Background: an optimization exercise with open tools, aiming at small area and a short achievable clock period. Do not read the settings as production practice.
No functional check of the RTL was part of this run.
No activity file was given, so power comes from the tool's default toggle rates.

==> design/flow/run.sh <==
#!/bin/bash
# synth_recipe.tcl (not shown) runs the flow's synth.tcl, then flattens the netlist and writes it again
# the make line also repeats each setting of config.mk as NAME=value (left out here)
make -C /OpenROAD-flow-scripts/flow DESIGN_CONFIG=/design/flow/config.mk WORK_HOME=/design/flow/orfs CLKGATE_MAP_FILE= SYNTH_SCRIPT=/design/flow/synth_recipe.tcl finish
==> design/flow/config.mk <==
export PLATFORM = sky130hd
export DESIGN_NAME = mac5
export DESIGN_NICKNAME = mac5
export VERILOG_FILES = /design/flow/design.v
export SDC_FILE = /design/flow/constraint.sdc
export NUM_CORES = 4
export LEC_CHECK = 0
export CAP_MARGIN = 20
export CORE_MARGIN = 2
export CORE_UTILIZATION = 40
export SLEW_MARGIN = 20
export SYNTH_HIERARCHICAL = 1
export SYNTH_MINIMUM_KEEP_SIZE = 0
==> design/flow/constraint.sdc <==
create_clock -name core_clock -period 7.0 [get_ports {clk}]
set_input_delay 1.4000 -clock core_clock [delete_from_list [all_inputs] [get_ports {clk}]]
set_output_delay 1.4000 -clock core_clock [all_outputs]
set_load 0.01 [all_outputs]
==> design/flow/design.v <==
module mac5 #(parameter WIDTH=32)
   (input logic [(WIDTH/2)-1:0] a,
    input logic [(WIDTH/2)-1:0] b,
    input logic               clk, reset,
    output logic [WIDTH-1:0]  out);
   logic [15:0] ra, rb;
   logic f;
   logic q2_0_0;
   logic q2_0_1;
   logic q2_1_0;
   logic q2_1_1;
   logic q2_1_2;
   logic q2_2_0;
   logic q2_2_1;
   logic q2_2_2;
   logic q2_3_0;
   logic q2_3_1;
   logic q2_3_2;
   logic q2_4_0;
   logic q2_4_1;
   logic q2_4_2;
   logic q2_5_0;
   logic q2_5_1;
   logic q2_5_2;
   logic q2_6_0;
   logic q2_6_1;
   logic q2_6_2;
   logic q2_7_0;
   logic q2_7_1;
   logic q2_7_2;
   logic q2_8_0;
   logic q2_8_1;
   logic q2_8_2;
   logic q2_9_0;
   logic q2_9_1;
   logic q2_9_2;
   logic q2_10_0;
   logic q2_10_1;
   logic q2_10_2;
   logic q2_11_0;
   logic q2_11_1;
   logic q2_11_2;
   logic q2_12_0;
   logic q2_12_1;
   logic q2_12_2;
   logic q2_13_0;
   logic q2_13_1;
   logic q2_13_2;
   logic q2_14_0;
   logic q2_14_1;
   logic q2_14_2;
   logic q2_15_0;
   logic q2_15_1;
   logic q2_15_2;
   logic q2_16_0;
   logic q2_16_1;
   logic q2_16_2;
   logic q2_17_0;
   logic q2_17_1;
   logic q2_17_2;
   logic q2_18_0;
   logic q2_18_1;
   logic q2_18_2;
   logic q2_19_0;
   logic q2_19_1;
   logic q2_19_2;
   logic q2_20_0;
   logic q2_20_1;
   logic q2_20_2;
   logic q2_21_0;
   logic q2_21_1;
   logic q2_21_2;
   logic q2_22_0;
   logic q2_22_1;
   logic q2_22_2;
   logic q2_23_0;
   logic q2_23_1;
   logic q2_23_2;
   logic q2_24_0;
   logic q2_24_1;
   logic q2_24_2;
   logic q2_25_0;
   logic q2_25_1;
   logic q2_25_2;
   logic q2_26_0;
   logic q2_26_1;
   logic q2_26_2;
   logic q2_27_0;
   logic q2_27_1;
   logic q2_27_2;
   logic q2_28_0;
   logic q2_28_1;
   logic q2_28_2;
   logic q2_29_0;
   logic q2_29_1;
   logic q2_29_2;
   logic q2_30_0;
   logic q2_30_1;
   logic q2_30_2;
   logic q2_31_0;
   logic q3_0_0;
   logic q3_0_1;
   logic q3_1_0;
   logic q3_1_1;
   logic q3_2_0;
   logic q3_2_1;
   logic q3_3_0;
   logic q3_3_1;
   logic q3_4_0;
   logic q3_4_1;
   logic q3_5_0;
   logic q3_5_1;
   logic q3_6_0;
   logic q3_6_1;
   logic q3_7_0;
   logic q3_7_1;
   logic q3_8_0;
   logic q3_8_1;
   logic q3_9_0;
   logic q3_9_1;
   logic q3_10_0;
   logic q3_10_1;
   logic q3_11_0;
   logic q3_11_1;
   logic q3_12_0;
   logic q3_12_1;
   logic q3_13_0;
   logic q3_13_1;
   logic q3_14_0;
   logic q3_14_1;
   logic q3_15_0;
   logic q3_15_1;
   logic q3_16_0;
   logic q3_16_1;
   logic q3_17_0;
   logic q3_17_1;
   logic q3_18_0;
   logic q3_18_1;
   logic q3_19_0;
   logic q3_19_1;
   logic q3_20_0;
   logic q3_20_1;
   logic q3_21_0;
   logic q3_21_1;
   logic q3_22_0;
   logic q3_22_1;
   logic q3_23_0;
   logic q3_23_1;
   logic q3_24_0;
   logic q3_24_1;
   logic q3_25_0;
   logic q3_25_1;
   logic q3_26_0;
   logic q3_26_1;
   logic q3_27_0;
   logic q3_27_1;
   logic q3_28_0;
   logic q3_28_1;
   logic q3_29_0;
   logic q3_29_1;
   logic q3_30_0;
   logic q3_30_1;
   logic q3_31_0;
   logic q3_31_1;
   wire p1 = ~(ra[0] & rb[0]);
   wire p2 = ~(out[0] & f);
   wire p3 = ~(ra[0] & rb[1]);
   wire p4 = ~(ra[1] & rb[0]);
   wire p5 = ~(out[1] & f);
   wire p6 = ~(ra[0] & rb[2]);
   wire p7 = ~(ra[1] & rb[1]);
   wire p8 = ~(ra[2] & rb[0]);
   wire p9 = ~(out[2] & f);
   wire p10 = ~(ra[0] & rb[3]);
   wire p11 = ~(ra[1] & rb[2]);
   wire p12 = ~(ra[2] & rb[1]);
   wire p13 = ~(ra[3] & rb[0]);
   wire p14 = ~(out[3] & f);
   wire p15 = ~(ra[0] & rb[4]);
   wire p16 = ~(ra[1] & rb[3]);
   wire p17 = ~(ra[2] & rb[2]);
   wire p18 = ~(ra[3] & rb[1]);
   wire p19 = ~(ra[4] & rb[0]);
   wire p20 = ~(out[4] & f);
   wire p21 = ~(ra[0] & rb[5]);
   wire p22 = ~(ra[1] & rb[4]);
   wire p23 = ~(ra[2] & rb[3]);
   wire p24 = ~(ra[3] & rb[2]);
   wire p25 = ~(ra[4] & rb[1]);
   wire p26 = ~(ra[5] & rb[0]);
   wire p27 = ~(out[5] & f);
   wire p28 = ~(ra[0] & rb[6]);
   wire p29 = ~(ra[1] & rb[5]);
   wire p30 = ~(ra[2] & rb[4]);
   wire p31 = ~(ra[3] & rb[3]);
   wire p32 = ~(ra[4] & rb[2]);
   wire p33 = ~(ra[5] & rb[1]);
   wire p34 = ~(ra[6] & rb[0]);
   wire p35 = ~(out[6] & f);
   wire p36 = ~(ra[0] & rb[7]);
   wire p37 = ~(ra[1] & rb[6]);
   wire p38 = ~(ra[2] & rb[5]);
   wire p39 = ~(ra[3] & rb[4]);
   wire p40 = ~(ra[4] & rb[3]);
   wire p41 = ~(ra[5] & rb[2]);
   wire p42 = ~(ra[6] & rb[1]);
   wire p43 = ~(ra[7] & rb[0]);
   wire p44 = ~(out[7] & f);
   wire p45 = ~(ra[0] & rb[8]);
   wire p46 = ~(ra[1] & rb[7]);
   wire p47 = ~(ra[2] & rb[6]);
   wire p48 = ~(ra[3] & rb[5]);
   wire p49 = ~(ra[4] & rb[4]);
   wire p50 = ~(ra[5] & rb[3]);
   wire p51 = ~(ra[6] & rb[2]);
   wire p52 = ~(ra[7] & rb[1]);
   wire p53 = ~(ra[8] & rb[0]);
   wire p54 = ~(out[8] & f);
   wire p55 = ~(ra[0] & rb[9]);
   wire p56 = ~(ra[1] & rb[8]);
   wire p57 = ~(ra[2] & rb[7]);
   wire p58 = ~(ra[3] & rb[6]);
   wire p59 = ~(ra[4] & rb[5]);
   wire p60 = ~(ra[5] & rb[4]);
   wire p61 = ~(ra[6] & rb[3]);
   wire p62 = ~(ra[7] & rb[2]);
   wire p63 = ~(ra[8] & rb[1]);
   wire p64 = ~(ra[9] & rb[0]);
   wire p65 = ~(out[9] & f);
   wire p66 = ~(ra[0] & rb[10]);
   wire p67 = ~(ra[1] & rb[9]);
   wire p68 = ~(ra[2] & rb[8]);
   wire p69 = ~(ra[3] & rb[7]);
   wire p70 = ~(ra[4] & rb[6]);
   wire p71 = ~(ra[5] & rb[5]);
   wire p72 = ~(ra[6] & rb[4]);
   wire p73 = ~(ra[7] & rb[3]);
   wire p74 = ~(ra[8] & rb[2]);
   wire p75 = ~(ra[9] & rb[1]);
   wire p76 = ~(ra[10] & rb[0]);
   wire p77 = ~(out[10] & f);
   wire p78 = ~(ra[0] & rb[11]);
   wire p79 = ~(ra[1] & rb[10]);
   wire p80 = ~(ra[2] & rb[9]);
   wire p81 = ~(ra[3] & rb[8]);
   wire p82 = ~(ra[4] & rb[7]);
   wire p83 = ~(ra[5] & rb[6]);
   wire p84 = ~(ra[6] & rb[5]);
   wire p85 = ~(ra[7] & rb[4]);
   wire p86 = ~(ra[8] & rb[3]);
   wire p87 = ~(ra[9] & rb[2]);
   wire p88 = ~(ra[10] & rb[1]);
   wire p89 = ~(ra[11] & rb[0]);
   wire p90 = ~(out[11] & f);
   wire p91 = ~(ra[0] & rb[12]);
   wire p92 = ~(ra[1] & rb[11]);
   wire p93 = ~(ra[2] & rb[10]);
   wire p94 = ~(ra[3] & rb[9]);
   wire p95 = ~(ra[4] & rb[8]);
   wire p96 = ~(ra[5] & rb[7]);
   wire p97 = ~(ra[6] & rb[6]);
   wire p98 = ~(ra[7] & rb[5]);
   wire p99 = ~(ra[8] & rb[4]);
   wire p100 = ~(ra[9] & rb[3]);
   wire p101 = ~(ra[10] & rb[2]);
   wire p102 = ~(ra[11] & rb[1]);
   wire p103 = ~(ra[12] & rb[0]);
   wire p104 = ~(out[12] & f);
   wire p105 = ~(ra[0] & rb[13]);
   wire p106 = ~(ra[1] & rb[12]);
   wire p107 = ~(ra[2] & rb[11]);
   wire p108 = ~(ra[3] & rb[10]);
   wire p109 = ~(ra[4] & rb[9]);
   wire p110 = ~(ra[5] & rb[8]);
   wire p111 = ~(ra[6] & rb[7]);
   wire p112 = ~(ra[7] & rb[6]);
   wire p113 = ~(ra[8] & rb[5]);
   wire p114 = ~(ra[9] & rb[4]);
   wire p115 = ~(ra[10] & rb[3]);
   wire p116 = ~(ra[11] & rb[2]);
   wire p117 = ~(ra[12] & rb[1]);
   wire p118 = ~(ra[13] & rb[0]);
   wire p119 = ~(out[13] & f);
   wire p120 = ~(ra[0] & rb[14]);
   wire p121 = ~(ra[1] & rb[13]);
   wire p122 = ~(ra[2] & rb[12]);
   wire p123 = ~(ra[3] & rb[11]);
   wire p124 = ~(ra[4] & rb[10]);
   wire p125 = ~(ra[5] & rb[9]);
   wire p126 = ~(ra[6] & rb[8]);
   wire p127 = ~(ra[7] & rb[7]);
   wire p128 = ~(ra[8] & rb[6]);
   wire p129 = ~(ra[9] & rb[5]);
   wire p130 = ~(ra[10] & rb[4]);
   wire p131 = ~(ra[11] & rb[3]);
   wire p132 = ~(ra[12] & rb[2]);
   wire p133 = ~(ra[13] & rb[1]);
   wire p134 = ~(ra[14] & rb[0]);
   wire p135 = ~(out[14] & f);
   wire p136 = ~(ra[0] & rb[15]);
   wire p137 = ~(ra[1] & rb[14]);
   wire p138 = ~(ra[2] & rb[13]);
   wire p139 = ~(ra[3] & rb[12]);
   wire p140 = ~(ra[4] & rb[11]);
   wire p141 = ~(ra[5] & rb[10]);
   wire p142 = ~(ra[6] & rb[9]);
   wire p143 = ~(ra[7] & rb[8]);
   wire p144 = ~(ra[8] & rb[7]);
   wire p145 = ~(ra[9] & rb[6]);
   wire p146 = ~(ra[10] & rb[5]);
   wire p147 = ~(ra[11] & rb[4]);
   wire p148 = ~(ra[12] & rb[3]);
   wire p149 = ~(ra[13] & rb[2]);
   wire p150 = ~(ra[14] & rb[1]);
   wire p151 = ~(ra[15] & rb[0]);
   wire p152 = ~(out[15] & f);
   wire p153 = ~(ra[1] & rb[15]);
   wire p154 = ~(ra[2] & rb[14]);
   wire p155 = ~(ra[3] & rb[13]);
   wire p156 = ~(ra[4] & rb[12]);
   wire p157 = ~(ra[5] & rb[11]);
   wire p158 = ~(ra[6] & rb[10]);
   wire p159 = ~(ra[7] & rb[9]);
   wire p160 = ~(ra[8] & rb[8]);
   wire p161 = ~(ra[9] & rb[7]);
   wire p162 = ~(ra[10] & rb[6]);
   wire p163 = ~(ra[11] & rb[5]);
   wire p164 = ~(ra[12] & rb[4]);
   wire p165 = ~(ra[13] & rb[3]);
   wire p166 = ~(ra[14] & rb[2]);
   wire p167 = ~(ra[15] & rb[1]);
   wire p168 = ~(out[16] & f);
   wire p169 = ~(ra[2] & rb[15]);
   wire p170 = ~(ra[3] & rb[14]);
   wire p171 = ~(ra[4] & rb[13]);
   wire p172 = ~(ra[5] & rb[12]);
   wire p173 = ~(ra[6] & rb[11]);
   wire p174 = ~(ra[7] & rb[10]);
   wire p175 = ~(ra[8] & rb[9]);
   wire p176 = ~(ra[9] & rb[8]);
   wire p177 = ~(ra[10] & rb[7]);
   wire p178 = ~(ra[11] & rb[6]);
   wire p179 = ~(ra[12] & rb[5]);
   wire p180 = ~(ra[13] & rb[4]);
   wire p181 = ~(ra[14] & rb[3]);
   wire p182 = ~(ra[15] & rb[2]);
   wire p183 = ~(out[17] & f);
   wire p184 = ~(ra[3] & rb[15]);
   wire p185 = ~(ra[4] & rb[14]);
   wire p186 = ~(ra[5] & rb[13]);
   wire p187 = ~(ra[6] & rb[12]);
   wire p188 = ~(ra[7] & rb[11]);
   wire p189 = ~(ra[8] & rb[10]);
   wire p190 = ~(ra[9] & rb[9]);
   wire p191 = ~(ra[10] & rb[8]);
   wire p192 = ~(ra[11] & rb[7]);
   wire p193 = ~(ra[12] & rb[6]);
   wire p194 = ~(ra[13] & rb[5]);
   wire p195 = ~(ra[14] & rb[4]);
   wire p196 = ~(ra[15] & rb[3]);
   wire p197 = ~(out[18] & f);
   wire p198 = ~(ra[4] & rb[15]);
   wire p199 = ~(ra[5] & rb[14]);
   wire p200 = ~(ra[6] & rb[13]);
   wire p201 = ~(ra[7] & rb[12]);
   wire p202 = ~(ra[8] & rb[11]);
   wire p203 = ~(ra[9] & rb[10]);
   wire p204 = ~(ra[10] & rb[9]);
   wire p205 = ~(ra[11] & rb[8]);
   wire p206 = ~(ra[12] & rb[7]);
   wire p207 = ~(ra[13] & rb[6]);
   wire p208 = ~(ra[14] & rb[5]);
   wire p209 = ~(ra[15] & rb[4]);
   wire p210 = ~(out[19] & f);
   wire p211 = ~(ra[5] & rb[15]);
   wire p212 = ~(ra[6] & rb[14]);
   wire p213 = ~(ra[7] & rb[13]);
   wire p214 = ~(ra[8] & rb[12]);
   wire p215 = ~(ra[9] & rb[11]);
   wire p216 = ~(ra[10] & rb[10]);
   wire p217 = ~(ra[11] & rb[9]);
   wire p218 = ~(ra[12] & rb[8]);
   wire p219 = ~(ra[13] & rb[7]);
   wire p220 = ~(ra[14] & rb[6]);
   wire p221 = ~(ra[15] & rb[5]);
   wire p222 = ~(out[20] & f);
   wire p223 = ~(ra[6] & rb[15]);
   wire p224 = ~(ra[7] & rb[14]);
   wire p225 = ~(ra[8] & rb[13]);
   wire p226 = ~(ra[9] & rb[12]);
   wire p227 = ~(ra[10] & rb[11]);
   wire p228 = ~(ra[11] & rb[10]);
   wire p229 = ~(ra[12] & rb[9]);
   wire p230 = ~(ra[13] & rb[8]);
   wire p231 = ~(ra[14] & rb[7]);
   wire p232 = ~(ra[15] & rb[6]);
   wire p233 = ~(out[21] & f);
   wire p234 = ~(ra[7] & rb[15]);
   wire p235 = ~(ra[8] & rb[14]);
   wire p236 = ~(ra[9] & rb[13]);
   wire p237 = ~(ra[10] & rb[12]);
   wire p238 = ~(ra[11] & rb[11]);
   wire p239 = ~(ra[12] & rb[10]);
   wire p240 = ~(ra[13] & rb[9]);
   wire p241 = ~(ra[14] & rb[8]);
   wire p242 = ~(ra[15] & rb[7]);
   wire p243 = ~(out[22] & f);
   wire p244 = ~(ra[8] & rb[15]);
   wire p245 = ~(ra[9] & rb[14]);
   wire p246 = ~(ra[10] & rb[13]);
   wire p247 = ~(ra[11] & rb[12]);
   wire p248 = ~(ra[12] & rb[11]);
   wire p249 = ~(ra[13] & rb[10]);
   wire p250 = ~(ra[14] & rb[9]);
   wire p251 = ~(ra[15] & rb[8]);
   wire p252 = ~(out[23] & f);
   wire p253 = ~(ra[9] & rb[15]);
   wire p254 = ~(ra[10] & rb[14]);
   wire p255 = ~(ra[11] & rb[13]);
   wire p256 = ~(ra[12] & rb[12]);
   wire p257 = ~(ra[13] & rb[11]);
   wire p258 = ~(ra[14] & rb[10]);
   wire p259 = ~(ra[15] & rb[9]);
   wire p260 = ~(out[24] & f);
   wire p261 = ~(ra[10] & rb[15]);
   wire p262 = ~(ra[11] & rb[14]);
   wire p263 = ~(ra[12] & rb[13]);
   wire p264 = ~(ra[13] & rb[12]);
   wire p265 = ~(ra[14] & rb[11]);
   wire p266 = ~(ra[15] & rb[10]);
   wire p267 = ~(out[25] & f);
   wire p268 = ~(ra[11] & rb[15]);
   wire p269 = ~(ra[12] & rb[14]);
   wire p270 = ~(ra[13] & rb[13]);
   wire p271 = ~(ra[14] & rb[12]);
   wire p272 = ~(ra[15] & rb[11]);
   wire p273 = ~(out[26] & f);
   wire p274 = ~(ra[12] & rb[15]);
   wire p275 = ~(ra[13] & rb[14]);
   wire p276 = ~(ra[14] & rb[13]);
   wire p277 = ~(ra[15] & rb[12]);
   wire p278 = ~(out[27] & f);
   wire p279 = ~(ra[13] & rb[15]);
   wire p280 = ~(ra[14] & rb[14]);
   wire p281 = ~(ra[15] & rb[13]);
   wire p282 = ~(out[28] & f);
   wire p283 = ~(ra[14] & rb[15]);
   wire p284 = ~(ra[15] & rb[14]);
   wire p285 = ~(out[29] & f);
   wire p286 = ~(ra[15] & rb[15]);
   wire p287 = ~(out[30] & f);
   wire p288 = ~(out[31] & f);
   wire s289, c290;
   mac5_fa u_s289 (.a(p91), .b(p92), .c(1'b1), .s(s289), .co(c290));
   wire s291, c292;
   mac5_fa u_s291 (.a(p105), .b(p106), .c(p107), .s(s291), .co(c292));
   wire s293, c294;
   mac5_fa u_s293 (.a(p108), .b(p109), .c(1'b1), .s(s293), .co(c294));
   wire s295, c296;
   mac5_fa u_s295 (.a(p120), .b(p121), .c(p122), .s(s295), .co(c296));
   wire s297, c298;
   mac5_fa u_s297 (.a(p123), .b(p124), .c(p125), .s(s297), .co(c298));
   wire s299, c300;
   mac5_fa u_s299 (.a(p126), .b(p127), .c(1'b1), .s(s299), .co(c300));
   wire s301, c302;
   mac5_fa u_s301 (.a(p136), .b(p137), .c(p138), .s(s301), .co(c302));
   wire s303, c304;
   mac5_fa u_s303 (.a(p139), .b(p140), .c(p141), .s(s303), .co(c304));
   wire s305, c306;
   mac5_fa u_s305 (.a(p142), .b(p143), .c(p144), .s(s305), .co(c306));
   wire s307, c308;
   mac5_fa u_s307 (.a(p145), .b(p146), .c(1'b1), .s(s307), .co(c308));
   wire s309, c310;
   mac5_fa u_s309 (.a(p153), .b(p154), .c(p155), .s(s309), .co(c310));
   wire s311, c312;
   mac5_fa u_s311 (.a(p156), .b(p157), .c(p158), .s(s311), .co(c312));
   wire s313, c314;
   mac5_fa u_s313 (.a(p159), .b(p160), .c(p161), .s(s313), .co(c314));
   wire s315, c316;
   mac5_fa u_s315 (.a(p162), .b(p163), .c(1'b1), .s(s315), .co(c316));
   wire s317, c318;
   mac5_fa u_s317 (.a(p169), .b(p170), .c(p171), .s(s317), .co(c318));
   wire s319, c320;
   mac5_fa u_s319 (.a(p172), .b(p173), .c(p174), .s(s319), .co(c320));
   wire s321, c322;
   mac5_fa u_s321 (.a(p175), .b(p176), .c(p177), .s(s321), .co(c322));
   wire s323, c324;
   mac5_fa u_s323 (.a(p184), .b(p185), .c(p186), .s(s323), .co(c324));
   wire s325, c326;
   mac5_fa u_s325 (.a(p187), .b(p188), .c(p189), .s(s325), .co(c326));
   wire s327, c328;
   mac5_fa u_s327 (.a(p198), .b(p199), .c(p200), .s(s327), .co(c328));
   wire s329, c330;
   mac5_fa u_s329 (.a(p45), .b(p46), .c(1'b1), .s(s329), .co(c330));
   wire s331, c332;
   mac5_fa u_s331 (.a(p55), .b(p56), .c(p57), .s(s331), .co(c332));
   wire s333, c334;
   mac5_fa u_s333 (.a(p58), .b(p59), .c(1'b1), .s(s333), .co(c334));
   wire s335, c336;
   mac5_fa u_s335 (.a(p66), .b(p67), .c(p68), .s(s335), .co(c336));
   wire s337, c338;
   mac5_fa u_s337 (.a(p69), .b(p70), .c(p71), .s(s337), .co(c338));
   wire s339, c340;
   mac5_fa u_s339 (.a(p72), .b(p73), .c(1'b1), .s(s339), .co(c340));
   wire s341, c342;
   mac5_fa u_s341 (.a(p78), .b(p79), .c(p80), .s(s341), .co(c342));
   wire s343, c344;
   mac5_fa u_s343 (.a(p81), .b(p82), .c(p83), .s(s343), .co(c344));
   wire s345, c346;
   mac5_fa u_s345 (.a(p84), .b(p85), .c(p86), .s(s345), .co(c346));
   wire s347, c348;
   mac5_fa u_s347 (.a(p87), .b(p88), .c(1'b1), .s(s347), .co(c348));
   wire s349, c350;
   mac5_fa u_s349 (.a(s289), .b(p93), .c(p94), .s(s349), .co(c350));
   wire s351, c352;
   mac5_fa u_s351 (.a(p95), .b(p96), .c(p97), .s(s351), .co(c352));
   wire s353, c354;
   mac5_fa u_s353 (.a(p98), .b(p99), .c(p100), .s(s353), .co(c354));
   wire s355, c356;
   mac5_fa u_s355 (.a(p101), .b(p102), .c(p103), .s(s355), .co(c356));
   wire s357, c358;
   mac5_fa u_s357 (.a(s291), .b(s293), .c(p110), .s(s357), .co(c358));
   wire s359, c360;
   mac5_fa u_s359 (.a(p111), .b(p112), .c(p113), .s(s359), .co(c360));
   wire s361, c362;
   mac5_fa u_s361 (.a(p114), .b(p115), .c(p116), .s(s361), .co(c362));
   wire s363, c364;
   mac5_fa u_s363 (.a(p117), .b(p118), .c(p119), .s(s363), .co(c364));
   wire s365, c366;
   mac5_fa u_s365 (.a(s295), .b(s297), .c(s299), .s(s365), .co(c366));
   wire s367, c368;
   mac5_fa u_s367 (.a(p128), .b(p129), .c(p130), .s(s367), .co(c368));
   wire s369, c370;
   mac5_fa u_s369 (.a(p131), .b(p132), .c(p133), .s(s369), .co(c370));
   wire s371, c372;
   mac5_fa u_s371 (.a(p134), .b(p135), .c(c292), .s(s371), .co(c372));
   wire s373, c374;
   mac5_fa u_s373 (.a(s301), .b(s303), .c(s305), .s(s373), .co(c374));
   wire s375, c376;
   mac5_fa u_s375 (.a(s307), .b(p147), .c(p148), .s(s375), .co(c376));
   wire s377, c378;
   mac5_fa u_s377 (.a(p149), .b(p150), .c(p151), .s(s377), .co(c378));
   wire s379, c380;
   mac5_fa u_s379 (.a(p152), .b(c296), .c(c298), .s(s379), .co(c380));
   wire s381, c382;
   mac5_fa u_s381 (.a(s309), .b(s311), .c(s313), .s(s381), .co(c382));
   wire s383, c384;
   mac5_fa u_s383 (.a(s315), .b(p164), .c(p165), .s(s383), .co(c384));
   wire s385, c386;
   mac5_fa u_s385 (.a(p166), .b(p167), .c(p168), .s(s385), .co(c386));
   wire s387, c388;
   mac5_fa u_s387 (.a(c302), .b(c304), .c(c306), .s(s387), .co(c388));
   wire s389, c390;
   mac5_fa u_s389 (.a(s317), .b(s319), .c(s321), .s(s389), .co(c390));
   wire s391, c392;
   mac5_fa u_s391 (.a(p178), .b(p179), .c(p180), .s(s391), .co(c392));
   wire s393, c394;
   mac5_fa u_s393 (.a(p181), .b(p182), .c(p183), .s(s393), .co(c394));
   wire s395, c396;
   mac5_fa u_s395 (.a(c310), .b(c312), .c(c314), .s(s395), .co(c396));
   wire s397, c398;
   mac5_fa u_s397 (.a(s323), .b(s325), .c(p190), .s(s397), .co(c398));
   wire s399, c400;
   mac5_fa u_s399 (.a(p191), .b(p192), .c(p193), .s(s399), .co(c400));
   wire s401, c402;
   mac5_fa u_s401 (.a(p194), .b(p195), .c(p196), .s(s401), .co(c402));
   wire s403, c404;
   mac5_fa u_s403 (.a(p197), .b(c318), .c(c320), .s(s403), .co(c404));
   wire s405, c406;
   mac5_fa u_s405 (.a(s327), .b(p201), .c(p202), .s(s405), .co(c406));
   wire s407, c408;
   mac5_fa u_s407 (.a(p203), .b(p204), .c(p205), .s(s407), .co(c408));
   wire s409, c410;
   mac5_fa u_s409 (.a(p206), .b(p207), .c(p208), .s(s409), .co(c410));
   wire s411, c412;
   mac5_fa u_s411 (.a(p209), .b(p210), .c(c324), .s(s411), .co(c412));
   wire s413, c414;
   mac5_fa u_s413 (.a(p211), .b(p212), .c(p213), .s(s413), .co(c414));
   wire s415, c416;
   mac5_fa u_s415 (.a(p214), .b(p215), .c(p216), .s(s415), .co(c416));
   wire s417, c418;
   mac5_fa u_s417 (.a(p217), .b(p218), .c(p219), .s(s417), .co(c418));
   wire s419, c420;
   mac5_fa u_s419 (.a(p220), .b(p221), .c(p222), .s(s419), .co(c420));
   wire s421, c422;
   mac5_fa u_s421 (.a(p223), .b(p224), .c(p225), .s(s421), .co(c422));
   wire s423, c424;
   mac5_fa u_s423 (.a(p226), .b(p227), .c(p228), .s(s423), .co(c424));
   wire s425, c426;
   mac5_fa u_s425 (.a(p229), .b(p230), .c(p231), .s(s425), .co(c426));
   wire s427, c428;
   mac5_fa u_s427 (.a(p234), .b(p235), .c(p236), .s(s427), .co(c428));
   wire s429, c430;
   mac5_fa u_s429 (.a(p237), .b(p238), .c(p239), .s(s429), .co(c430));
   wire s431, c432;
   mac5_fa u_s431 (.a(p244), .b(p245), .c(p246), .s(s431), .co(c432));
   wire s433, c434;
   mac5_fa u_s433 (.a(p21), .b(p22), .c(1'b1), .s(s433), .co(c434));
   wire s435, c436;
   mac5_fa u_s435 (.a(p28), .b(p29), .c(p30), .s(s435), .co(c436));
   wire s437, c438;
   mac5_fa u_s437 (.a(p31), .b(p32), .c(1'b1), .s(s437), .co(c438));
   wire s439, c440;
   mac5_fa u_s439 (.a(p36), .b(p37), .c(p38), .s(s439), .co(c440));
   wire s441, c442;
   mac5_fa u_s441 (.a(p39), .b(p40), .c(p41), .s(s441), .co(c442));
   wire s443, c444;
   mac5_fa u_s443 (.a(p42), .b(p43), .c(1'b1), .s(s443), .co(c444));
   wire s445, c446;
   mac5_fa u_s445 (.a(s329), .b(p47), .c(p48), .s(s445), .co(c446));
   wire s447, c448;
   mac5_fa u_s447 (.a(p49), .b(p50), .c(p51), .s(s447), .co(c448));
   wire s449, c450;
   mac5_fa u_s449 (.a(p52), .b(p53), .c(p54), .s(s449), .co(c450));
   wire s451, c452;
   mac5_fa u_s451 (.a(s331), .b(s333), .c(p60), .s(s451), .co(c452));
   wire s453, c454;
   mac5_fa u_s453 (.a(p61), .b(p62), .c(p63), .s(s453), .co(c454));
   wire s455, c456;
   mac5_fa u_s455 (.a(p64), .b(p65), .c(c330), .s(s455), .co(c456));
   wire s457, c458;
   mac5_fa u_s457 (.a(s335), .b(s337), .c(s339), .s(s457), .co(c458));
   wire s459, c460;
   mac5_fa u_s459 (.a(p74), .b(p75), .c(p76), .s(s459), .co(c460));
   wire s461, c462;
   mac5_fa u_s461 (.a(p77), .b(c332), .c(c334), .s(s461), .co(c462));
   wire s463, c464;
   mac5_fa u_s463 (.a(s341), .b(s343), .c(s345), .s(s463), .co(c464));
   wire s465, c466;
   mac5_fa u_s465 (.a(s347), .b(p89), .c(p90), .s(s465), .co(c466));
   wire s467, c468;
   mac5_fa u_s467 (.a(c336), .b(c338), .c(c340), .s(s467), .co(c468));
   wire s469, c470;
   mac5_fa u_s469 (.a(s349), .b(s351), .c(s353), .s(s469), .co(c470));
   wire s471, c472;
   mac5_fa u_s471 (.a(s355), .b(p104), .c(c342), .s(s471), .co(c472));
   wire s473, c474;
   mac5_fa u_s473 (.a(c344), .b(c346), .c(c348), .s(s473), .co(c474));
   wire s475, c476;
   mac5_fa u_s475 (.a(s357), .b(s359), .c(s361), .s(s475), .co(c476));
   wire s477, c478;
   mac5_fa u_s477 (.a(s363), .b(c290), .c(c350), .s(s477), .co(c478));
   wire s479, c480;
   mac5_fa u_s479 (.a(c352), .b(c354), .c(c356), .s(s479), .co(c480));
   wire s481, c482;
   mac5_fa u_s481 (.a(s365), .b(s367), .c(s369), .s(s481), .co(c482));
   wire s483, c484;
   mac5_fa u_s483 (.a(s371), .b(c294), .c(c358), .s(s483), .co(c484));
   wire s485, c486;
   mac5_fa u_s485 (.a(c360), .b(c362), .c(c364), .s(s485), .co(c486));
   wire s487, c488;
   mac5_fa u_s487 (.a(s373), .b(s375), .c(s377), .s(s487), .co(c488));
   wire s489, c490;
   mac5_fa u_s489 (.a(s379), .b(c300), .c(c366), .s(s489), .co(c490));
   wire s491, c492;
   mac5_fa u_s491 (.a(c368), .b(c370), .c(c372), .s(s491), .co(c492));
   wire s493, c494;
   mac5_fa u_s493 (.a(s381), .b(s383), .c(s385), .s(s493), .co(c494));
   wire s495, c496;
   mac5_fa u_s495 (.a(s387), .b(c308), .c(c374), .s(s495), .co(c496));
   wire s497, c498;
   mac5_fa u_s497 (.a(c376), .b(c378), .c(c380), .s(s497), .co(c498));
   wire s499, c500;
   mac5_fa u_s499 (.a(s389), .b(s391), .c(s393), .s(s499), .co(c500));
   wire s501, c502;
   mac5_fa u_s501 (.a(s395), .b(c316), .c(c382), .s(s501), .co(c502));
   wire s503, c504;
   mac5_fa u_s503 (.a(c384), .b(c386), .c(c388), .s(s503), .co(c504));
   wire s505, c506;
   mac5_fa u_s505 (.a(s397), .b(s399), .c(s401), .s(s505), .co(c506));
   wire s507, c508;
   mac5_fa u_s507 (.a(s403), .b(c322), .c(c390), .s(s507), .co(c508));
   wire s509, c510;
   mac5_fa u_s509 (.a(c392), .b(c394), .c(c396), .s(s509), .co(c510));
   wire s511, c512;
   mac5_fa u_s511 (.a(s405), .b(s407), .c(s409), .s(s511), .co(c512));
   wire s513, c514;
   mac5_fa u_s513 (.a(s411), .b(c326), .c(c398), .s(s513), .co(c514));
   wire s515, c516;
   mac5_fa u_s515 (.a(c400), .b(c402), .c(c404), .s(s515), .co(c516));
   wire s517, c518;
   mac5_fa u_s517 (.a(s413), .b(s415), .c(s417), .s(s517), .co(c518));
   wire s519, c520;
   mac5_fa u_s519 (.a(s419), .b(c328), .c(c406), .s(s519), .co(c520));
   wire s521, c522;
   mac5_fa u_s521 (.a(c408), .b(c410), .c(c412), .s(s521), .co(c522));
   wire s523, c524;
   mac5_fa u_s523 (.a(s421), .b(s423), .c(s425), .s(s523), .co(c524));
   wire s525, c526;
   mac5_fa u_s525 (.a(p232), .b(p233), .c(c414), .s(s525), .co(c526));
   wire s527, c528;
   mac5_fa u_s527 (.a(c416), .b(c418), .c(c420), .s(s527), .co(c528));
   wire s529, c530;
   mac5_fa u_s529 (.a(s427), .b(s429), .c(p240), .s(s529), .co(c530));
   wire s531, c532;
   mac5_fa u_s531 (.a(p241), .b(p242), .c(p243), .s(s531), .co(c532));
   wire s533, c534;
   mac5_fa u_s533 (.a(c422), .b(c424), .c(c426), .s(s533), .co(c534));
   wire s535, c536;
   mac5_fa u_s535 (.a(s431), .b(p247), .c(p248), .s(s535), .co(c536));
   wire s537, c538;
   mac5_fa u_s537 (.a(p249), .b(p250), .c(p251), .s(s537), .co(c538));
   wire s539, c540;
   mac5_fa u_s539 (.a(p252), .b(c428), .c(c430), .s(s539), .co(c540));
   wire s541, c542;
   mac5_fa u_s541 (.a(p253), .b(p254), .c(p255), .s(s541), .co(c542));
   wire s543, c544;
   mac5_fa u_s543 (.a(p256), .b(p257), .c(p258), .s(s543), .co(c544));
   wire s545, c546;
   mac5_fa u_s545 (.a(p259), .b(p260), .c(c432), .s(s545), .co(c546));
   wire s547, c548;
   mac5_fa u_s547 (.a(p261), .b(p262), .c(p263), .s(s547), .co(c548));
   wire s549, c550;
   mac5_fa u_s549 (.a(p264), .b(p265), .c(p266), .s(s549), .co(c550));
   wire s551, c552;
   mac5_fa u_s551 (.a(p268), .b(p269), .c(p270), .s(s551), .co(c552));
   wire s553, c554;
   mac5_fa u_s553 (.a(p10), .b(p11), .c(1'b1), .s(s553), .co(c554));
   wire s555, c556;
   mac5_fa u_s555 (.a(p15), .b(p16), .c(p17), .s(s555), .co(c556));
   wire s557, c558;
   mac5_fa u_s557 (.a(p18), .b(p19), .c(1'b1), .s(s557), .co(c558));
   wire s559, c560;
   mac5_fa u_s559 (.a(s433), .b(p23), .c(p24), .s(s559), .co(c560));
   wire s561, c562;
   mac5_fa u_s561 (.a(p25), .b(p26), .c(p27), .s(s561), .co(c562));
   wire s563, c564;
   mac5_fa u_s563 (.a(s435), .b(s437), .c(p33), .s(s563), .co(c564));
   wire s565, c566;
   mac5_fa u_s565 (.a(p34), .b(p35), .c(c434), .s(s565), .co(c566));
   wire s567, c568;
   mac5_fa u_s567 (.a(s439), .b(s441), .c(s443), .s(s567), .co(c568));
   wire s569, c570;
   mac5_fa u_s569 (.a(p44), .b(c436), .c(c438), .s(s569), .co(c570));
   wire s571, c572;
   mac5_fa u_s571 (.a(s445), .b(s447), .c(s449), .s(s571), .co(c572));
   wire s573, c574;
   mac5_fa u_s573 (.a(c440), .b(c442), .c(c444), .s(s573), .co(c574));
   wire s575, c576;
   mac5_fa u_s575 (.a(s451), .b(s453), .c(s455), .s(s575), .co(c576));
   wire s577, c578;
   mac5_fa u_s577 (.a(c446), .b(c448), .c(c450), .s(s577), .co(c578));
   wire s579, c580;
   mac5_fa u_s579 (.a(s457), .b(s459), .c(s461), .s(s579), .co(c580));
   wire s581, c582;
   mac5_fa u_s581 (.a(c452), .b(c454), .c(c456), .s(s581), .co(c582));
   wire s583, c584;
   mac5_fa u_s583 (.a(s463), .b(s465), .c(s467), .s(s583), .co(c584));
   wire s585, c586;
   mac5_fa u_s585 (.a(c458), .b(c460), .c(c462), .s(s585), .co(c586));
   wire s587, c588;
   mac5_fa u_s587 (.a(s469), .b(s471), .c(s473), .s(s587), .co(c588));
   wire s589, c590;
   mac5_fa u_s589 (.a(c464), .b(c466), .c(c468), .s(s589), .co(c590));
   wire s591, c592;
   mac5_fa u_s591 (.a(s475), .b(s477), .c(s479), .s(s591), .co(c592));
   wire s593, c594;
   mac5_fa u_s593 (.a(c470), .b(c472), .c(c474), .s(s593), .co(c594));
   wire s595, c596;
   mac5_fa u_s595 (.a(s481), .b(s483), .c(s485), .s(s595), .co(c596));
   wire s597, c598;
   mac5_fa u_s597 (.a(c476), .b(c478), .c(c480), .s(s597), .co(c598));
   wire s599, c600;
   mac5_fa u_s599 (.a(s487), .b(s489), .c(s491), .s(s599), .co(c600));
   wire s601, c602;
   mac5_fa u_s601 (.a(c482), .b(c484), .c(c486), .s(s601), .co(c602));
   wire s603, c604;
   mac5_fa u_s603 (.a(s493), .b(s495), .c(s497), .s(s603), .co(c604));
   wire s605, c606;
   mac5_fa u_s605 (.a(c488), .b(c490), .c(c492), .s(s605), .co(c606));
   wire s607, c608;
   mac5_fa u_s607 (.a(s499), .b(s501), .c(s503), .s(s607), .co(c608));
   wire s609, c610;
   mac5_fa u_s609 (.a(c494), .b(c496), .c(c498), .s(s609), .co(c610));
   wire s611, c612;
   mac5_fa u_s611 (.a(s505), .b(s507), .c(s509), .s(s611), .co(c612));
   wire s613, c614;
   mac5_fa u_s613 (.a(c500), .b(c502), .c(c504), .s(s613), .co(c614));
   wire s615, c616;
   mac5_fa u_s615 (.a(s511), .b(s513), .c(s515), .s(s615), .co(c616));
   wire s617, c618;
   mac5_fa u_s617 (.a(c506), .b(c508), .c(c510), .s(s617), .co(c618));
   wire s619, c620;
   mac5_fa u_s619 (.a(s517), .b(s519), .c(s521), .s(s619), .co(c620));
   wire s621, c622;
   mac5_fa u_s621 (.a(c512), .b(c514), .c(c516), .s(s621), .co(c622));
   wire s623, c624;
   mac5_fa u_s623 (.a(s523), .b(s525), .c(s527), .s(s623), .co(c624));
   wire s625, c626;
   mac5_fa u_s625 (.a(c518), .b(c520), .c(c522), .s(s625), .co(c626));
   wire s627, c628;
   mac5_fa u_s627 (.a(s529), .b(s531), .c(s533), .s(s627), .co(c628));
   wire s629, c630;
   mac5_fa u_s629 (.a(c524), .b(c526), .c(c528), .s(s629), .co(c630));
   wire s631, c632;
   mac5_fa u_s631 (.a(s535), .b(s537), .c(s539), .s(s631), .co(c632));
   wire s633, c634;
   mac5_fa u_s633 (.a(c530), .b(c532), .c(c534), .s(s633), .co(c634));
   wire s635, c636;
   mac5_fa u_s635 (.a(s541), .b(s543), .c(s545), .s(s635), .co(c636));
   wire s637, c638;
   mac5_fa u_s637 (.a(c536), .b(c538), .c(c540), .s(s637), .co(c638));
   wire s639, c640;
   mac5_fa u_s639 (.a(s547), .b(s549), .c(p267), .s(s639), .co(c640));
   wire s641, c642;
   mac5_fa u_s641 (.a(c542), .b(c544), .c(c546), .s(s641), .co(c642));
   wire s643, c644;
   mac5_fa u_s643 (.a(s551), .b(p271), .c(p272), .s(s643), .co(c644));
   wire s645, c646;
   mac5_fa u_s645 (.a(p273), .b(c548), .c(c550), .s(s645), .co(c646));
   wire s647, c648;
   mac5_fa u_s647 (.a(p274), .b(p275), .c(p276), .s(s647), .co(c648));
   wire s649, c650;
   mac5_fa u_s649 (.a(p277), .b(p278), .c(c552), .s(s649), .co(c650));
   wire s651, c652;
   mac5_fa u_s651 (.a(p279), .b(p280), .c(p281), .s(s651), .co(c652));
   wire s653, c654;
   mac5_fa u_s653 (.a(p6), .b(p7), .c(1'b1), .s(s653), .co(c654));
   wire s655, c656;
   mac5_fa u_s655 (.a(s553), .b(p12), .c(p13), .s(s655), .co(c656));
   wire s657, c658;
   mac5_fa u_s657 (.a(s555), .b(s557), .c(p20), .s(s657), .co(c658));
   wire s659, c660;
   mac5_fa u_s659 (.a(s559), .b(s561), .c(c556), .s(s659), .co(c660));
   wire s661, c662;
   mac5_fa u_s661 (.a(s563), .b(s565), .c(c560), .s(s661), .co(c662));
   wire s663, c664;
   mac5_fa u_s663 (.a(s567), .b(s569), .c(c564), .s(s663), .co(c664));
   wire s665, c666;
   mac5_fa u_s665 (.a(s571), .b(s573), .c(c568), .s(s665), .co(c666));
   wire s667, c668;
   mac5_fa u_s667 (.a(s575), .b(s577), .c(c572), .s(s667), .co(c668));
   wire s669, c670;
   mac5_fa u_s669 (.a(s579), .b(s581), .c(c576), .s(s669), .co(c670));
   wire s671, c672;
   mac5_fa u_s671 (.a(s583), .b(s585), .c(c580), .s(s671), .co(c672));
   wire s673, c674;
   mac5_fa u_s673 (.a(s587), .b(s589), .c(c584), .s(s673), .co(c674));
   wire s675, c676;
   mac5_fa u_s675 (.a(s591), .b(s593), .c(c588), .s(s675), .co(c676));
   wire s677, c678;
   mac5_fa u_s677 (.a(s595), .b(s597), .c(c592), .s(s677), .co(c678));
   wire s679, c680;
   mac5_fa u_s679 (.a(s599), .b(s601), .c(c596), .s(s679), .co(c680));
   wire s681, c682;
   mac5_fa u_s681 (.a(s603), .b(s605), .c(c600), .s(s681), .co(c682));
   wire s683, c684;
   mac5_fa u_s683 (.a(s607), .b(s609), .c(c604), .s(s683), .co(c684));
   wire s685, c686;
   mac5_fa u_s685 (.a(s611), .b(s613), .c(c608), .s(s685), .co(c686));
   wire s687, c688;
   mac5_fa u_s687 (.a(s615), .b(s617), .c(c612), .s(s687), .co(c688));
   wire s689, c690;
   mac5_fa u_s689 (.a(s619), .b(s621), .c(c616), .s(s689), .co(c690));
   wire s691, c692;
   mac5_fa u_s691 (.a(s623), .b(s625), .c(c620), .s(s691), .co(c692));
   wire s693, c694;
   mac5_fa u_s693 (.a(s627), .b(s629), .c(c624), .s(s693), .co(c694));
   wire s695, c696;
   mac5_fa u_s695 (.a(s631), .b(s633), .c(c628), .s(s695), .co(c696));
   wire s697, c698;
   mac5_fa u_s697 (.a(s635), .b(s637), .c(c632), .s(s697), .co(c698));
   wire s699, c700;
   mac5_fa u_s699 (.a(s639), .b(s641), .c(c636), .s(s699), .co(c700));
   wire s701, c702;
   mac5_fa u_s701 (.a(s643), .b(s645), .c(c640), .s(s701), .co(c702));
   wire s703, c704;
   mac5_fa u_s703 (.a(s647), .b(s649), .c(c644), .s(s703), .co(c704));
   wire s705, c706;
   mac5_fa u_s705 (.a(s651), .b(p282), .c(c648), .s(s705), .co(c706));
   wire s707, c708;
   mac5_fa u_s707 (.a(p283), .b(p284), .c(p285), .s(s707), .co(c708));
   wire s709, c710;
   mac5_fa u_s709 (.a(q2_1_0), .b(q2_1_1), .c(1'b1), .s(s709), .co(c710));
   wire s711, c712;
   mac5_fa u_s711 (.a(q2_2_0), .b(q2_2_1), .c(q2_2_2), .s(s711), .co(c712));
   wire s713, c714;
   mac5_fa u_s713 (.a(q2_3_0), .b(q2_3_1), .c(q2_3_2), .s(s713), .co(c714));
   wire s715, c716;
   mac5_fa u_s715 (.a(q2_4_0), .b(q2_4_1), .c(q2_4_2), .s(s715), .co(c716));
   wire s717, c718;
   mac5_fa u_s717 (.a(q2_5_0), .b(q2_5_1), .c(q2_5_2), .s(s717), .co(c718));
   wire s719, c720;
   mac5_fa u_s719 (.a(q2_6_0), .b(q2_6_1), .c(q2_6_2), .s(s719), .co(c720));
   wire s721, c722;
   mac5_fa u_s721 (.a(q2_7_0), .b(q2_7_1), .c(q2_7_2), .s(s721), .co(c722));
   wire s723, c724;
   mac5_fa u_s723 (.a(q2_8_0), .b(q2_8_1), .c(q2_8_2), .s(s723), .co(c724));
   wire s725, c726;
   mac5_fa u_s725 (.a(q2_9_0), .b(q2_9_1), .c(q2_9_2), .s(s725), .co(c726));
   wire s727, c728;
   mac5_fa u_s727 (.a(q2_10_0), .b(q2_10_1), .c(q2_10_2), .s(s727), .co(c728));
   wire s729, c730;
   mac5_fa u_s729 (.a(q2_11_0), .b(q2_11_1), .c(q2_11_2), .s(s729), .co(c730));
   wire s731, c732;
   mac5_fa u_s731 (.a(q2_12_0), .b(q2_12_1), .c(q2_12_2), .s(s731), .co(c732));
   wire s733, c734;
   mac5_fa u_s733 (.a(q2_13_0), .b(q2_13_1), .c(q2_13_2), .s(s733), .co(c734));
   wire s735, c736;
   mac5_fa u_s735 (.a(q2_14_0), .b(q2_14_1), .c(q2_14_2), .s(s735), .co(c736));
   wire s737, c738;
   mac5_fa u_s737 (.a(q2_15_0), .b(q2_15_1), .c(q2_15_2), .s(s737), .co(c738));
   wire s739, c740;
   mac5_fa u_s739 (.a(q2_16_0), .b(q2_16_1), .c(q2_16_2), .s(s739), .co(c740));
   wire s741, c742;
   mac5_fa u_s741 (.a(q2_17_0), .b(q2_17_1), .c(q2_17_2), .s(s741), .co(c742));
   wire s743, c744;
   mac5_fa u_s743 (.a(q2_18_0), .b(q2_18_1), .c(q2_18_2), .s(s743), .co(c744));
   wire s745, c746;
   mac5_fa u_s745 (.a(q2_19_0), .b(q2_19_1), .c(q2_19_2), .s(s745), .co(c746));
   wire s747, c748;
   mac5_fa u_s747 (.a(q2_20_0), .b(q2_20_1), .c(q2_20_2), .s(s747), .co(c748));
   wire s749, c750;
   mac5_fa u_s749 (.a(q2_21_0), .b(q2_21_1), .c(q2_21_2), .s(s749), .co(c750));
   wire s751, c752;
   mac5_fa u_s751 (.a(q2_22_0), .b(q2_22_1), .c(q2_22_2), .s(s751), .co(c752));
   wire s753, c754;
   mac5_fa u_s753 (.a(q2_23_0), .b(q2_23_1), .c(q2_23_2), .s(s753), .co(c754));
   wire s755, c756;
   mac5_fa u_s755 (.a(q2_24_0), .b(q2_24_1), .c(q2_24_2), .s(s755), .co(c756));
   wire s757, c758;
   mac5_fa u_s757 (.a(q2_25_0), .b(q2_25_1), .c(q2_25_2), .s(s757), .co(c758));
   wire s759, c760;
   mac5_fa u_s759 (.a(q2_26_0), .b(q2_26_1), .c(q2_26_2), .s(s759), .co(c760));
   wire s761, c762;
   mac5_fa u_s761 (.a(q2_27_0), .b(q2_27_1), .c(q2_27_2), .s(s761), .co(c762));
   wire s763, c764;
   mac5_fa u_s763 (.a(q2_28_0), .b(q2_28_1), .c(q2_28_2), .s(s763), .co(c764));
   wire s765, c766;
   mac5_fa u_s765 (.a(q2_29_0), .b(q2_29_1), .c(q2_29_2), .s(s765), .co(c766));
   wire s767, c768;
   mac5_fa u_s767 (.a(q2_30_0), .b(q2_30_1), .c(q2_30_2), .s(s767), .co(c768));
   wire [31:0] sx = {q3_31_0, q3_30_0, q3_29_0, q3_28_0, q3_27_0, q3_26_0, q3_25_0, q3_24_0, q3_23_0, q3_22_0, q3_21_0, q3_20_0, q3_19_0, q3_18_0, q3_17_0, q3_16_0, q3_15_0, q3_14_0, q3_13_0, q3_12_0, q3_11_0, q3_10_0, q3_9_0, q3_8_0, q3_7_0, q3_6_0, q3_5_0, q3_4_0, q3_3_0, q3_2_0, q3_1_0, q3_0_0};
   wire [31:0] sy = {q3_31_1, q3_30_1, q3_29_1, q3_28_1, q3_27_1, q3_26_1, q3_25_1, q3_24_1, q3_23_1, q3_22_1, q3_21_1, q3_20_1, q3_19_1, q3_18_1, q3_17_1, q3_16_1, q3_15_1, q3_14_1, q3_13_1, q3_12_1, q3_11_1, q3_10_1, q3_9_1, q3_8_1, q3_7_1, q3_6_1, q3_5_1, q3_4_1, q3_3_1, q3_2_1, q3_1_1, q3_0_1};
   always @(posedge clk or negedge reset)
     if (!reset) f <= 1'b0;
     else f <= 1'b1;
   always @(posedge clk) begin
      ra <= a;
      rb <= b;
      q2_0_0 <= p1;
      q2_0_1 <= p2;
      q2_1_0 <= p3;
      q2_1_1 <= p4;
      q2_1_2 <= p5;
      q2_2_0 <= s653;
      q2_2_1 <= p8;
      q2_2_2 <= p9;
      q2_3_0 <= s655;
      q2_3_1 <= p14;
      q2_3_2 <= c654;
      q2_4_0 <= s657;
      q2_4_1 <= c554;
      q2_4_2 <= c656;
      q2_5_0 <= s659;
      q2_5_1 <= c558;
      q2_5_2 <= c658;
      q2_6_0 <= s661;
      q2_6_1 <= c562;
      q2_6_2 <= c660;
      q2_7_0 <= s663;
      q2_7_1 <= c566;
      q2_7_2 <= c662;
      q2_8_0 <= s665;
      q2_8_1 <= c570;
      q2_8_2 <= c664;
      q2_9_0 <= s667;
      q2_9_1 <= c574;
      q2_9_2 <= c666;
      q2_10_0 <= s669;
      q2_10_1 <= c578;
      q2_10_2 <= c668;
      q2_11_0 <= s671;
      q2_11_1 <= c582;
      q2_11_2 <= c670;
      q2_12_0 <= s673;
      q2_12_1 <= c586;
      q2_12_2 <= c672;
      q2_13_0 <= s675;
      q2_13_1 <= c590;
      q2_13_2 <= c674;
      q2_14_0 <= s677;
      q2_14_1 <= c594;
      q2_14_2 <= c676;
      q2_15_0 <= s679;
      q2_15_1 <= c598;
      q2_15_2 <= c678;
      q2_16_0 <= s681;
      q2_16_1 <= c602;
      q2_16_2 <= c680;
      q2_17_0 <= s683;
      q2_17_1 <= c606;
      q2_17_2 <= c682;
      q2_18_0 <= s685;
      q2_18_1 <= c610;
      q2_18_2 <= c684;
      q2_19_0 <= s687;
      q2_19_1 <= c614;
      q2_19_2 <= c686;
      q2_20_0 <= s689;
      q2_20_1 <= c618;
      q2_20_2 <= c688;
      q2_21_0 <= s691;
      q2_21_1 <= c622;
      q2_21_2 <= c690;
      q2_22_0 <= s693;
      q2_22_1 <= c626;
      q2_22_2 <= c692;
      q2_23_0 <= s695;
      q2_23_1 <= c630;
      q2_23_2 <= c694;
      q2_24_0 <= s697;
      q2_24_1 <= c634;
      q2_24_2 <= c696;
      q2_25_0 <= s699;
      q2_25_1 <= c638;
      q2_25_2 <= c698;
      q2_26_0 <= s701;
      q2_26_1 <= c642;
      q2_26_2 <= c700;
      q2_27_0 <= s703;
      q2_27_1 <= c646;
      q2_27_2 <= c702;
      q2_28_0 <= s705;
      q2_28_1 <= c650;
      q2_28_2 <= c704;
      q2_29_0 <= s707;
      q2_29_1 <= c652;
      q2_29_2 <= c706;
      q2_30_0 <= p286;
      q2_30_1 <= p287;
      q2_30_2 <= c708;
      q2_31_0 <= p288;
      q3_0_0 <= q2_0_0;
      q3_0_1 <= q2_0_1;
      q3_1_0 <= s709;
      q3_1_1 <= q2_1_2;
      q3_2_0 <= s711;
      q3_2_1 <= c710;
      q3_3_0 <= s713;
      q3_3_1 <= c712;
      q3_4_0 <= s715;
      q3_4_1 <= c714;
      q3_5_0 <= s717;
      q3_5_1 <= c716;
      q3_6_0 <= s719;
      q3_6_1 <= c718;
      q3_7_0 <= s721;
      q3_7_1 <= c720;
      q3_8_0 <= s723;
      q3_8_1 <= c722;
      q3_9_0 <= s725;
      q3_9_1 <= c724;
      q3_10_0 <= s727;
      q3_10_1 <= c726;
      q3_11_0 <= s729;
      q3_11_1 <= c728;
      q3_12_0 <= s731;
      q3_12_1 <= c730;
      q3_13_0 <= s733;
      q3_13_1 <= c732;
      q3_14_0 <= s735;
      q3_14_1 <= c734;
      q3_15_0 <= s737;
      q3_15_1 <= c736;
      q3_16_0 <= s739;
      q3_16_1 <= c738;
      q3_17_0 <= s741;
      q3_17_1 <= c740;
      q3_18_0 <= s743;
      q3_18_1 <= c742;
      q3_19_0 <= s745;
      q3_19_1 <= c744;
      q3_20_0 <= s747;
      q3_20_1 <= c746;
      q3_21_0 <= s749;
      q3_21_1 <= c748;
      q3_22_0 <= s751;
      q3_22_1 <= c750;
      q3_23_0 <= s753;
      q3_23_1 <= c752;
      q3_24_0 <= s755;
      q3_24_1 <= c754;
      q3_25_0 <= s757;
      q3_25_1 <= c756;
      q3_26_0 <= s759;
      q3_26_1 <= c758;
      q3_27_0 <= s761;
      q3_27_1 <= c760;
      q3_28_0 <= s763;
      q3_28_1 <= c762;
      q3_29_0 <= s765;
      q3_29_1 <= c764;
      q3_30_0 <= s767;
      q3_30_1 <= c766;
      q3_31_0 <= q2_31_0;
      q3_31_1 <= c768;
      out <= ~(sx + sy + 32'd1);
   end
endmodule
module mac5_fa (input logic a, b, c, output logic s, co);
   assign s = a ^ b ^ c;
   assign co = (a & b) | (a & c) | (b & c);
endmodule
==> summary.txt <==
==> cell families after synthesis <==
group,Yosys count,share of synthesized area
AOI/OAI and AO/OA,95,0.0521
other,1,0.000303
DFF,222,0.360
adders and majority gates,273,0.423
xor gates and xnor gates,27,0.0191
and+or+nand+nor,359,0.117
buffers and inverters,90,0.0284
==> cells in the final DEF, fill, tap and decap left out, types with 3 or more instances in the layout <==
cell type        count
fa_1               241
nor2b_1              4
and2_1               4
conb_1              17
clkbuf_8             4
clkbuf_16           27
o21bai_1             3
a211oi_1             4
nand4_1              7
o21ai_1              3
o211ai_1             4
xor2_1              12
xnor2_1             15
a21oi_2              3
nor2_1              12
a21o_1              12
nand3_1              9
ha_1                32
dfxtp_1            221
nand2_1            304
clkdlybuf4s50_1     65
clkinvlp_4           3
clkinv_2             5
nor3_1               6
and3_1               3
o21ai_0              9
inv_1               12
a21oi_1             35
bufinv_16            3
==> how the worst max path moves through the flow <==
stage / from / end / slack, ps
finish: ra[9] / q2_15_0 / 3180
global route: ra[9] / q2_15_0 / 3110
global placement: rb[9] / q2_17_0 / 3280
CTS: ra[9] / q2_15_0 / 3220
floorplan: rb[15] / q2_18_0 / 3480
detailed placement: ra[9] / q2_15_0 / 3200
==> where the power goes <==
| part | internal [W] | switching, W |
|---|---|---|
| logic | 0.00140 | 0.00175 |
| clock network | 0.000855 | 0.000528 |
| registers | 0.00180 | 0.000290 |
==> critical path, cell delays in order, from the launching register on <==
cell     delay [ps]
dfxtp_1         880
nand2_1         180
fa_1            560
fa_1            600
fa_1            450
fa_1            520
fa_1            480
==> modules after synthesis (local to each module, per instance) <==
module | cells | flops+latches | copies in the design
mac5_fa | 1 | 0 | 240
mac5 | 827 | 222 | 1
==> layout make-up <==
type / count / area [sq um] / share of cell area
clock buffer: 33 / 738 / 0.0521
clock inverter: 13 / 155 / 0.0110
inverter: 12 / 45.0 / 0.00318
multi-input combinational: 771 / 7620 / 0.538
sequential: 222 / 4450 / 0.314
tap: 396 / 495 / 0.0350
timing repair buffer: 67 / 666 / 0.0470
==> through the flow <==
step	total power (W)	util	worst slack, ps
4_1_cts	0.00668	0.464	3220
3_5_place_dp	0.00525	0.435	3200
6_report	0.00663	0.464	3180
3_3_place_gp	0.00519	0.435	3280
2_1_floorplan	0.00419	-	3480
5_1_grt	0.00720	0.464	3110
==> layer usage <==
layer  part of all wire  GRT usage  vias to the layer above
met2               0.46      0.306                      277
met4              0.027     0.0540                        0
li1                   -          -                     3398
met5                  0          0                        -
met3              0.066     0.0357                       67
met1               0.44      0.273                     3944
==> impl_metrics.ini <==
[setup_path]
worstSetupEndpointType = flip-flop
reg2reg_to = q2_15_0
required_ps = 7390
reg2reg_slack_ps = 3180
cp-start-kind = flip-flop
critPathArrivalTime_ps = 4210
critPathKind = flip-flop to flip-flop
r2r_start = ra[9]
cp_max_fo = 16
rr_worst_depth = 6

[synthesis]
synth_seq_area_share = 0.360
syn_area_sq_um = 12400
synth_area_leaders = fa_1 (39%), dfxtp_1 (36%), nand2_1 (9.2%)
yosys.cell_count.top_type = nand2_1
syn_avg_cell_area_sq_um = 11.6
synth_top_flop_cell = dfxtp_1
synth_warnings = 7
netlist.area_leader.share = 0.390
synth_largest_area_cell = fa_1
synthTopCellsByCount = nand2_1 (304), fa_1 (241), dfxtp_1 (221)
synth-seq-cells = 222
synthCells = 1067
async_flop_share = 0.00450
synth_edf_count = 0
synth_cell_type_count = 52

[timing]
fin_skew_ps = 16.6
hold_ws_ps = 320
min_period_over_period = 0.545
drv_slew = 0
hold_viol_final = 0
rsz0062_at_grt = false
tns_ps = 0
worst_slew_pin_slew_ps = 976
slew_headroom = 0.343
min_period_ps = 3820
timing.fmax_mhz = 262
setup_viol = 0

[layout]
drive_gt1_frac = 0.0537
syn_to_final_growth_pct = 14.6
layout.nets = 1407
diodes = 0
post-route-cell-area_sq_um = 14200
regMostFlops = out
final_cell_count_no_fill = 1514
largest_reg_flops = 32
fillers = 2728
largestRegisters = out (32), ra (16), rb (16)

[routing]
vias = 7686
vias_per_cell = 5.08
routedWlPerCell_um = 19.6
ant_nets = 0
drc = 0
first_iter_violations = 474
drt_pass1_iterations = 5
drt-total-wl_um = 29800

[power]
powerDensity_nw_per_um2 = 468
ir_worst_vdd_mv = 0.178
p_leak_nw = 5.33

[flow_run]
cap_violations = 0

[clock_tree]
root_buffer = clkbuf_16
cts_hold_buffers = 0
cts.sinks = 222
htreeDepth = 1
clk_pin_slew_ps = 60
clock_latency_ps = 530
cts_made_buffers = 26
cts_setup_buffers = 0
cts_buffer_depth = 3
cts_tree = built
cts_resized = 0

[placed_design]
placed_area_sq_um = 13300
dp.cells = 1468
gp_congestion = 0.852
place_hpwl_um = 22300
io_buffer_count = 65

[run_status]
status = timing/DRC/antenna clean

[floorplan]
start_util = 0.405
die_area_sq_um = 32300
rows = 64
die_h_um = 180
coreArea_sq_um = 30500
die_w_um = 180
ios = 66

[grt]
gr-usage-all-layers = 0.193
grt_max_degree = 33
grt_pass1_vias = 8719
antenna_found_initial = 2
grt_overflow = 0
grt_pass1_wl_um = 48300

[worst_hold_path]
worstHoldEndpoint = q3_0_1
min_from = q2_0_1
hp-class = flip-flop to flip-flop
min_delay_path_depth = 0

==> afterwards: timing with drivers on the ports <==
The flow's constraints put no driver on any port. The routed layout listed below was extracted and timed again, unchanged, in two steps. Step 1 assumes that a clkbuf_16 drives the clock port and a buf_2 every other input. Step 2 adds t to the input delays and takes it off the output delays; t is the mean of the earliest and latest rising clock arrival at the registers after step 1. Input paths then give back, and output paths get back, about the clock's delay inside the block. Three values: no drivers, after step 1, after step 2; two values: the first two.
shift t [ns]: 0.568
setup slack, ns: 3.184 / 3.184 / 3.184
clock arrival spread, ns: 0.017 / 0.016
After both steps setup and hold are still met in this run. The setup slack of this run moves by 0.000 ns with the drivers and by 0.000 ns with both steps.
